This design comes from an exercise in tuning for small area, a short achievable clock period and few clock cycles on the open sky130 flow, not from production work.
At most, simulation tests tie the RTL to the original design; equivalence was not proved.
Power figures rest on the tool's default switching activity, not on a simulated workload.

==> flow/design.v (excerpt) <==
module RiscvSingleCycle_riscv_core (
    input var logic clk,
    input var logic rst,  
    output var logic [32-1:0] imem_addr ,
    input  var logic [32-1:0] imem_rdata,
    output var logic [32-1:0] dmem_addr ,
    output var logic [32-1:0] dmem_wdata,
    input  var logic [32-1:0] dmem_rdata,
    output var logic          dmem_we   ,
    output var logic          dmem_re
);
Size: about 6,400 cells after synthesis, about 640 flip-flops.
==> flow/config.mk <==
export PLATFORM = sky130hd
export DESIGN_NAME = RiscvSingleCycle_riscv_core
export DESIGN_NICKNAME = RiscvSingleCycle_riscv_core
export VERILOG_FILES = /design/flow/design.v
export SDC_FILE = /design/flow/constraint.sdc
export NUM_CORES = 4
export LEC_CHECK = 0
export CAP_MARGIN = 20
export CORE_MARGIN = 2
export CORE_UTILIZATION = 30
export PLACE_DENSITY = 0.4
export SLEW_MARGIN = 20
==> flow/constraint.sdc <==
create_clock -name core_clock -period 150.0 [get_ports {clk}]
set_input_delay 30.0000 -clock core_clock [delete_from_list [all_inputs] [get_ports {clk}]]
set_output_delay 30.0000 -clock core_clock [all_outputs]
set_load 0.01 [all_outputs]
standard.sh (not shown) runs the stock make flow with config.mk's settings and CLKGATE_MAP_FILE= SYNTH_SCRIPT=/design/flow/synth_recipe.tcl, a recipe that flattens the netlist after the stock synthesis.
==> flow/flow/run.sh <==
#!/bin/bash
# The standard layout (the standard.sh: ORFS synthesis to final layout,
# unchanged), except that the buffers ORFS puts on every input and output port
# are plain sky130_fd_sc_hd__buf_2 cells instead of the delay-buffer cells
# buffer_ports picks by default. Each tool's full output goes to flow.log here
# (ORFS also keeps its per-step logs under orfs/logs/).
set -euo pipefail
export BUFFER_PORTS_ARGS="-buffer_cell sky130_fd_sc_hd__buf_2"
bash standard.sh > flow.log 2>&1
Edit:
--- a/flow/config.mk
+++ b/flow/config.mk
@@ -8 +8 @@
-export CAP_MARGIN = 20
+export CAP_MARGIN = 0
@@ -12 +12 @@
-export SLEW_MARGIN = 20
+export SLEW_MARGIN = 0
=> The new run finished but fails on capacitance limit, slew limit; worst setup slack improves by 0.034 ns; synthesized area is unchanged; wire length hardly moves; final area goes down by 0.46%.
Edit:
==> flow/flow/run.sh (replaced) <==
#!/bin/bash
# The standard layout (the standard.sh: ORFS synthesis to final layout,
# unchanged), with two changes to how the ports' paths are built:
#  - the buffers ORFS puts on every input and output port are plain
#    sky130_fd_sc_hd__buf_2 cells instead of the delay-buffer cells buffer_ports
#    picks by default;
#  - after placement, each flip-flop that drives an output port's buffer is
#    resized to its 4x drive strength (same cell function), then the placement
#    is legalized again (flow/upsize.tcl).
# Each tool's full output goes to a log file here (ORFS also keeps its per-step
# logs under orfs/logs/).
set -euo pipefail
export BUFFER_PORTS_ARGS="-buffer_cell sky130_fd_sc_hd__buf_2"
bash standard.sh place > flow_place.log 2>&1
R=orfs/results/$FLOW_PLATFORM/RiscvSingleCycle_riscv_core/base
UPSIZE_DB=$R/3_place.odb openroad -no_init -exit flow/upsize.tcl > upsize.log 2>&1
bash standard.sh > flow.log 2>&1
==> flow/flow/upsize.tcl (new file) <==
# Resize every flip-flop that drives an output port's buffer to 4x drive, then
# legalize the placement. Reads and rewrites $::env(UPSIZE_DB).
read_liberty $::env(FLOW_HOME)/platforms/sky130hd/lib/sky130_fd_sc_hd__tt_025C_1v80.lib
read_db $::env(UPSIZE_DB)
set n 0
foreach port [get_ports -filter "direction == output"] {
  set net [get_nets [get_name $port]]
  foreach drv [get_pins -of_objects $net -filter "direction == output"] {
    set buf [get_cells -of_objects $drv]
    foreach ip [get_pins -of_objects $buf -filter "direction == input"] {
      set n2 [get_nets -of_objects $ip]
      foreach p2 [get_pins -of_objects $n2 -filter "direction == output"] {
        set ff [get_cells -of_objects $p2]
        set m [get_property $ff ref_name]
        if {[regexp {^(sky130_fd_sc_hd__(dfxtp|dfrtp|dfstp|edfxtp))_[12]$} $m -> base]} {
          set to ${base}_4
          if {[llength [get_lib_cells */$to]] == 0} { set to ${base}_2 }
          if {[llength [get_lib_cells */$to]] == 0} { continue }
          puts "upsize [get_full_name $ff] $m -> $to"
          replace_cell $ff $to
          incr n
        }
      }
    }
  }
}
puts "upsized $n flip-flops"
detailed_placement
check_placement -verbose
write_db $::env(UPSIZE_DB)
--- a/flow/config.mk
+++ b/flow/config.mk
@@ -8 +8 @@
-export CAP_MARGIN = 0
+export CAP_MARGIN = 20
@@ -12 +12 @@
-export SLEW_MARGIN = 0
+export SLEW_MARGIN = 20
Now the flow produced a clean layout.
Area after synthesis is unchanged.
First-iteration DRC count drops by 5.3%.
Fmax climbs by 0.83%.
Edit:
==> flow/flow/run.sh (replaced) <==
#!/bin/bash
# The standard layout (the standard.sh: ORFS synthesis to final layout,
# unchanged), except that the buffers ORFS puts on every input and output port
# are plain sky130_fd_sc_hd__buf_2 cells instead of the delay-buffer cells
# buffer_ports picks by default. Each tool's full output goes to flow.log here
# (ORFS also keeps its per-step logs under orfs/logs/).
set -euo pipefail
export BUFFER_PORTS_ARGS="-buffer_cell sky130_fd_sc_hd__buf_2"
bash standard.sh > flow.log 2>&1
--- a/flow/config.mk
+++ b/flow/config.mk
@@ -10,0 +11,3 @@
+export CTS_BUF_LIST = sky130_fd_sc_hd__clkbuf_4
+export CTS_CLUSTER_DIAMETER = 50
+export CTS_CLUSTER_SIZE = 8
removed: flow/flow/upsize.tcl
After rerunning: Synthesized cell count does not change; worst setup slack is worse by 0.81 ns; clock power shrinks by 24%; wire length hardly moves; final area shrinks by about 2%; worst hold slack is better by 0.0093 ns; sequential cell count does not change; utilization shrinks by 0.65 points; global-route usage stays flat.
No functional check of the RTL was part of any run of this note.

---

RiscvSingleCycle_riscv_core, a different RTL version from the one above (not shown whole).
Size in the first run: ~6500 cells after synthesis, ~640 flip-flops, ~160 I/O pins, ~56000 um2 of cells after synthesis.
==> flow/config.mk <==
export PLATFORM = sky130hd
export DESIGN_NAME = RiscvSingleCycle_riscv_core
export DESIGN_NICKNAME = RiscvSingleCycle_riscv_core
export VERILOG_FILES = /design/flow/design.v
export SDC_FILE = /design/flow/constraint.sdc
export NUM_CORES = 4
export LEC_CHECK = 0
export CAP_MARGIN = 20
export CORE_MARGIN = 2
export CORE_UTILIZATION = 45
export PLACE_DENSITY = 0.55
export SLEW_MARGIN = 20
==> flow/constraint.sdc <==
create_clock -name core_clock -period 150.0 [get_ports {clk}]
set_input_delay 30.0000 -clock core_clock [delete_from_list [all_inputs] [get_ports {clk}]]
set_output_delay 30.0000 -clock core_clock [all_outputs]
set_load 0.01 [all_outputs]
==> flow/flow/run.sh <==
#!/bin/bash
# The standard layout (the standard.sh: ORFS synthesis to final layout,
# unchanged), with two changes to how the ports' paths are built:
#  - the buffers ORFS puts on every input and output port are plain
#    sky130_fd_sc_hd__buf_2 cells instead of the delay-buffer cells buffer_ports
#    picks by default;
#  - after global placement (where the port buffers are added), each flip-flop
#    that drives an output port's buffer is resized to its 4x drive strength
#    (same cell function) and the placement legalized (flow/upsize.tcl); the
#    standard flow then continues with its repair, detailed placement, CTS and
#    routing.
# Each tool's full output goes to a log file here (ORFS also keeps its per-step
# logs under orfs/logs/).
set -euo pipefail
export BUFFER_PORTS_ARGS="-buffer_cell sky130_fd_sc_hd__buf_2"
R=$PWD/orfs/results/$FLOW_PLATFORM/RiscvSingleCycle_riscv_core/base
bash standard.sh $R/3_3_place_gp.odb > flow_gp.log 2>&1
UPSIZE_DB=$R/3_3_place_gp.odb openroad -no_init -exit flow/upsize.tcl > upsize.log 2>&1
bash standard.sh > flow.log 2>&1
==> flow/flow/upsize.tcl <==
# Resize every flip-flop that drives an output port's buffer to 4x drive.
# Reads and rewrites $::env(UPSIZE_DB), a global placement: the standard flow's
# detailed placement legalizes it afterwards.
read_liberty $::env(FLOW_HOME)/platforms/sky130hd/lib/sky130_fd_sc_hd__tt_025C_1v80.lib
read_db $::env(UPSIZE_DB)
set n 0
foreach port [get_ports -filter "direction == output"] {
  set net [get_nets [get_name $port]]
  foreach drv [get_pins -of_objects $net -filter "direction == output"] {
    set buf [get_cells -of_objects $drv]
    foreach ip [get_pins -of_objects $buf -filter "direction == input"] {
      set n2 [get_nets -of_objects $ip]
      foreach p2 [get_pins -of_objects $n2 -filter "direction == output"] {
        set ff [get_cells -of_objects $p2]
        set m [get_property $ff ref_name]
        if {[regexp {^(sky130_fd_sc_hd__(dfxtp|dfrtp|dfstp|edfxtp))_[12]$} $m -> base]} {
          set to ${base}_4
          if {[llength [get_lib_cells */$to]] == 0} { set to ${base}_2 }
          if {[llength [get_lib_cells */$to]] == 0} { continue }
          puts "upsize [get_full_name $ff] $m -> $to"
          replace_cell $ff $to
          incr n
        }
      }
    }
  }
}
puts "upsized $n flip-flops"
write_db $::env(UPSIZE_DB)
Testbench counts at the start, summed over its fixed seeds: cycles 94,172.
Edit:
- CTS_CLUSTER_DIAMETER: not set -> 60
- CTS_CLUSTER_SIZE: not set -> 20
Via count went up by 0.71%.
Sequential power barely changes.
Power went up by 2.4%.
Clock skew hardly moves.
Edit:
==> flow/flow/run.sh (replaced) <==
#!/bin/bash
# The standard layout (the standard.sh: ORFS synthesis to final layout,
# unchanged), with two changes to how the ports' paths are built:
#  - the buffers ORFS puts on every input and output port are plain
#    sky130_fd_sc_hd__buf_2 cells instead of the delay-buffer cells buffer_ports
#    picks by default;
#  - after placement, each flip-flop that drives an output port's buffer is
#    resized to its 4x drive strength (same cell function), then the placement
#    is legalized again (flow/upsize.tcl).
# Each tool's full output goes to a log file here (ORFS also keeps its per-step
# logs under orfs/logs/).
set -euo pipefail
export BUFFER_PORTS_ARGS="-buffer_cell sky130_fd_sc_hd__buf_2"
bash standard.sh place > flow_place.log 2>&1
R=orfs/results/$FLOW_PLATFORM/RiscvSingleCycle_riscv_core/base
UPSIZE_DB=$R/3_place.odb openroad -no_init -exit flow/upsize.tcl > upsize.log 2>&1
bash standard.sh > flow.log 2>&1
--- a/flow/flow/upsize.tcl
+++ b/flow/flow/upsize.tcl
@@ -1,4 +1,3 @@
-# Resize every flip-flop that drives an output port's buffer to 4x drive.
-# Reads and rewrites $::env(UPSIZE_DB), a global placement: the standard flow's
-# detailed placement legalizes it afterwards.
+# Resize every flip-flop that drives an output port's buffer to 4x drive, then
+# legalize the placement. Reads and rewrites $::env(UPSIZE_DB).
 read_liberty $::env(FLOW_HOME)/platforms/sky130hd/lib/sky130_fd_sc_hd__tt_025C_1v80.lib
@@ -28,2 +27,4 @@
 puts "upsized $n flip-flops"
+detailed_placement
+check_placement -verbose
 write_db $::env(UPSIZE_DB)
- CORE_UTILIZATION: 45 -> 30
- CTS_CLUSTER_DIAMETER: 60 -> not set
- CTS_CLUSTER_SIZE: 20 -> not set
- PLACE_DENSITY: 0.55 -> 0.4
The new run completed without violations; combinational power climbs by about 1%; global-route usage drops by 14 points; clock skew climbs by 0.015 ns.
Edit:
==> flow/flow/run.sh (replaced) <==
#!/bin/bash
# The standard layout (the standard.sh: ORFS synthesis to final layout,
# unchanged), with two changes to how the ports' paths are built:
#  - the buffers ORFS puts on every input and output port are plain
#    sky130_fd_sc_hd__buf_2 cells instead of the delay-buffer cells buffer_ports
#    picks by default;
#  - after global placement (where the port buffers are added), each flip-flop
#    that drives an output port's buffer is resized to its 4x drive strength
#    (same cell function) and the placement legalized (flow/upsize.tcl); the
#    standard flow then continues with its repair, detailed placement, CTS and
#    routing.
# Each tool's full output goes to a log file here (ORFS also keeps its per-step
# logs under orfs/logs/).
set -euo pipefail
export BUFFER_PORTS_ARGS="-buffer_cell sky130_fd_sc_hd__buf_2"
R=$PWD/orfs/results/$FLOW_PLATFORM/RiscvSingleCycle_riscv_core/base
bash standard.sh $R/3_3_place_gp.odb > flow_gp.log 2>&1
UPSIZE_DB=$R/3_3_place_gp.odb openroad -no_init -exit flow/upsize.tcl > upsize.log 2>&1
bash standard.sh > flow.log 2>&1
--- a/flow/flow/upsize.tcl
+++ b/flow/flow/upsize.tcl
@@ -1,3 +1,4 @@
-# Resize every flip-flop that drives an output port's buffer to 4x drive, then
-# legalize the placement. Reads and rewrites $::env(UPSIZE_DB).
+# Resize every flip-flop that drives an output port's buffer to 4x drive.
+# Reads and rewrites $::env(UPSIZE_DB), a global placement: the standard flow's
+# detailed placement legalizes it afterwards.
 read_liberty $::env(FLOW_HOME)/platforms/sky130hd/lib/sky130_fd_sc_hd__tt_025C_1v80.lib
@@ -27,4 +28,2 @@
 puts "upsized $n flip-flops"
-detailed_placement
-check_placement -verbose
 write_db $::env(UPSIZE_DB)
- CORE_UTILIZATION: 30 -> 55
- CTS_CLUSTER_DIAMETER: not set -> 80
- CTS_CLUSTER_SIZE: not set -> 24
- PLACE_DENSITY: 0.4 -> 0.65
The new run completed with no timing, DRC or antenna violations.
Total power goes down by 9.0%.
Worst hold slack gains 0.026 ns.
Non-clock buffer count falls by 20.
Cell area fell by 4.4%.
Cell count came out lower by 13%.
Register-to-register slack got worse by 1.5 ns.
Synthesized cell count stays the same.
Clock-buffer cell count went down by 49.
Setup slack gets better by 0.16 ns.
Edit:
- CORE_UTILIZATION: 55 -> 45
- PLACE_DENSITY: 0.65 -> 0.55
- maximum frequency barely changes
- count of clock-buffer cells in the layout fell by 3
- area after synthesis is unchanged
- final area grows slightly
- worst setup slack loses 0.031 ns
- wire length grows by a few percent
- global-route usage went down by 7.5 points

---

RTL: one of the versions met above, not the one the previous note started from.
Size in the first run: ~6400 cells after synthesis, about 160 I/O pins, about 55000 sq um of cells after synthesis.
Settings: LEC_CHECK=0, CAP_MARGIN=20, CORE_MARGIN=2, CORE_UTILIZATION=30, CTS_BUF_LIST=sky130_fd_sc_hd__clkbuf_8, PLACE_DENSITY=0.4, SLEW_MARGIN=20; clock period 150.0 ns.
==> flow/flow/run.sh <==
#!/bin/bash
# The standard layout (the standard.sh: ORFS synthesis to final layout,
# unchanged), except that the buffers ORFS puts on every input and output port
# are plain sky130_fd_sc_hd__buf_2 cells instead of the delay-buffer cells
# buffer_ports picks by default. Each tool's full output goes to flow.log here
# (ORFS also keeps its per-step logs under orfs/logs/).
set -euo pipefail
export BUFFER_PORTS_ARGS="-buffer_cell sky130_fd_sc_hd__buf_2"
bash standard.sh > flow.log 2>&1
The first run completed without violations.
Change:
CORE_UTILIZATION = 45   (was 30)
CTS_BUF_LIST = default   (was sky130_fd_sc_hd__clkbuf_8)
PLACE_DENSITY = 0.55   (was 0.4)
After rerunning: Area after synthesis is unchanged. Global-route usage came out higher by 12 points. Power came out higher by 1.9%. Via count came out higher by 0.88%. Worst hold slack is worse by 18 ps.
Change:
==> flow/run.sh (new file) <==
#!/bin/bash
# synth_recipe.tcl (not shown) runs the flow's synth.tcl, then flattens the netlist and writes it again
# the make line also repeats each setting of config.mk as NAME=value (left out here)
make -C /OpenROAD-flow-scripts/flow DESIGN_CONFIG=/design/flow/config.mk WORK_HOME=/design/flow/orfs CLKGATE_MAP_FILE= SYNTH_SCRIPT=/design/flow/synth_recipe.tcl finish
CORE_UTILIZATION = 30   (was 45)
PLACE_DENSITY = 0.4   (was 0.55)
removed: flow/flow/run.sh
removed: flow/standard.sh
Outcome:
- maximum frequency came out lower by 1.8%
- power stays flat
- utilization went down by 16 points
- sequential power is about the same
- setup slack got worse by 600 ps
No run of this note included a check of the RTL's function; only the layout flow was run.

what the ideal ports hide:
In the flow no input, the clock included, has a driving cell. The finished layouts below were timed again as built, in two steps.
Step 1: set_driving_cell puts a clkbuf_16 on clk and a buf_2 on each other input, an assumption about the parent block.
Step 2 times the ports against the registers' clock, not the clock port: input delays grow and output delays shrink by t, the midpoint of the rising clock arrivals with the driver on.
a / b / c = ideal / step 1 / step 2; a / b = the first two.
run | t, ns | slack for setup (ns) | latest minus earliest clock arrival (ns) | slew at the worst register clock pin (ns)
the first run of note 1 | 0.800 | 118.130 / 118.047 / 118.555 | 0.031 / 0.031 | 0.07 / 0.07
the second run of note 1 | 0.812 | 118.164 / 118.081 / 118.332 | 0.036 / 0.036 | 0.07 / 0.07
the third run of note 1 | 0.810 | 118.427 / 118.346 / 118.512 | 0.089 / 0.090 | 0.07 / 0.07
the fourth run of note 1 | 1.281 | 117.614 / 117.535 / 118.444 | 0.123 / 0.123 | 0.12 / 0.12
the first run of note 2 | 0.784 | 118.464 / 118.383 / 118.402 | 0.059 / 0.059 | 0.07 / 0.07
the second run of note 2 | 0.794 | 118.489 / 118.403 / 118.419 | 0.057 / 0.057 | 0.08 / 0.08
the third run of note 2 | 0.794 | 118.360 / 118.278 / 118.337 | 0.073 / 0.072 | 0.07 / 0.07
the fourth run of note 2 | 0.766 | 118.515 / 118.439 / 118.405 | 0.087 / 0.087 | 0.11 / 0.11
the fifth run of note 2 | 0.783 | 118.484 / 118.404 / 118.440 | 0.087 / 0.087 | 0.11 / 0.11
the first run of note 3 | 0.982 | 117.964 / 117.882 / 118.523 | 0.085 / 0.085 | 0.07 / 0.07
the second run of note 3 | 0.764 | 118.241 / 118.162 / 118.447 | 0.049 / 0.049 | 0.07 / 0.07
the third run of note 3 | 0.826 | 117.644 / 117.562 / 118.055 | 0.051 / 0.051 | 0.09 / 0.09
The setup slack of the fourth run of note 2, which loses most, moves by -0.076 ns with the drivers and by -0.110 ns with both steps.
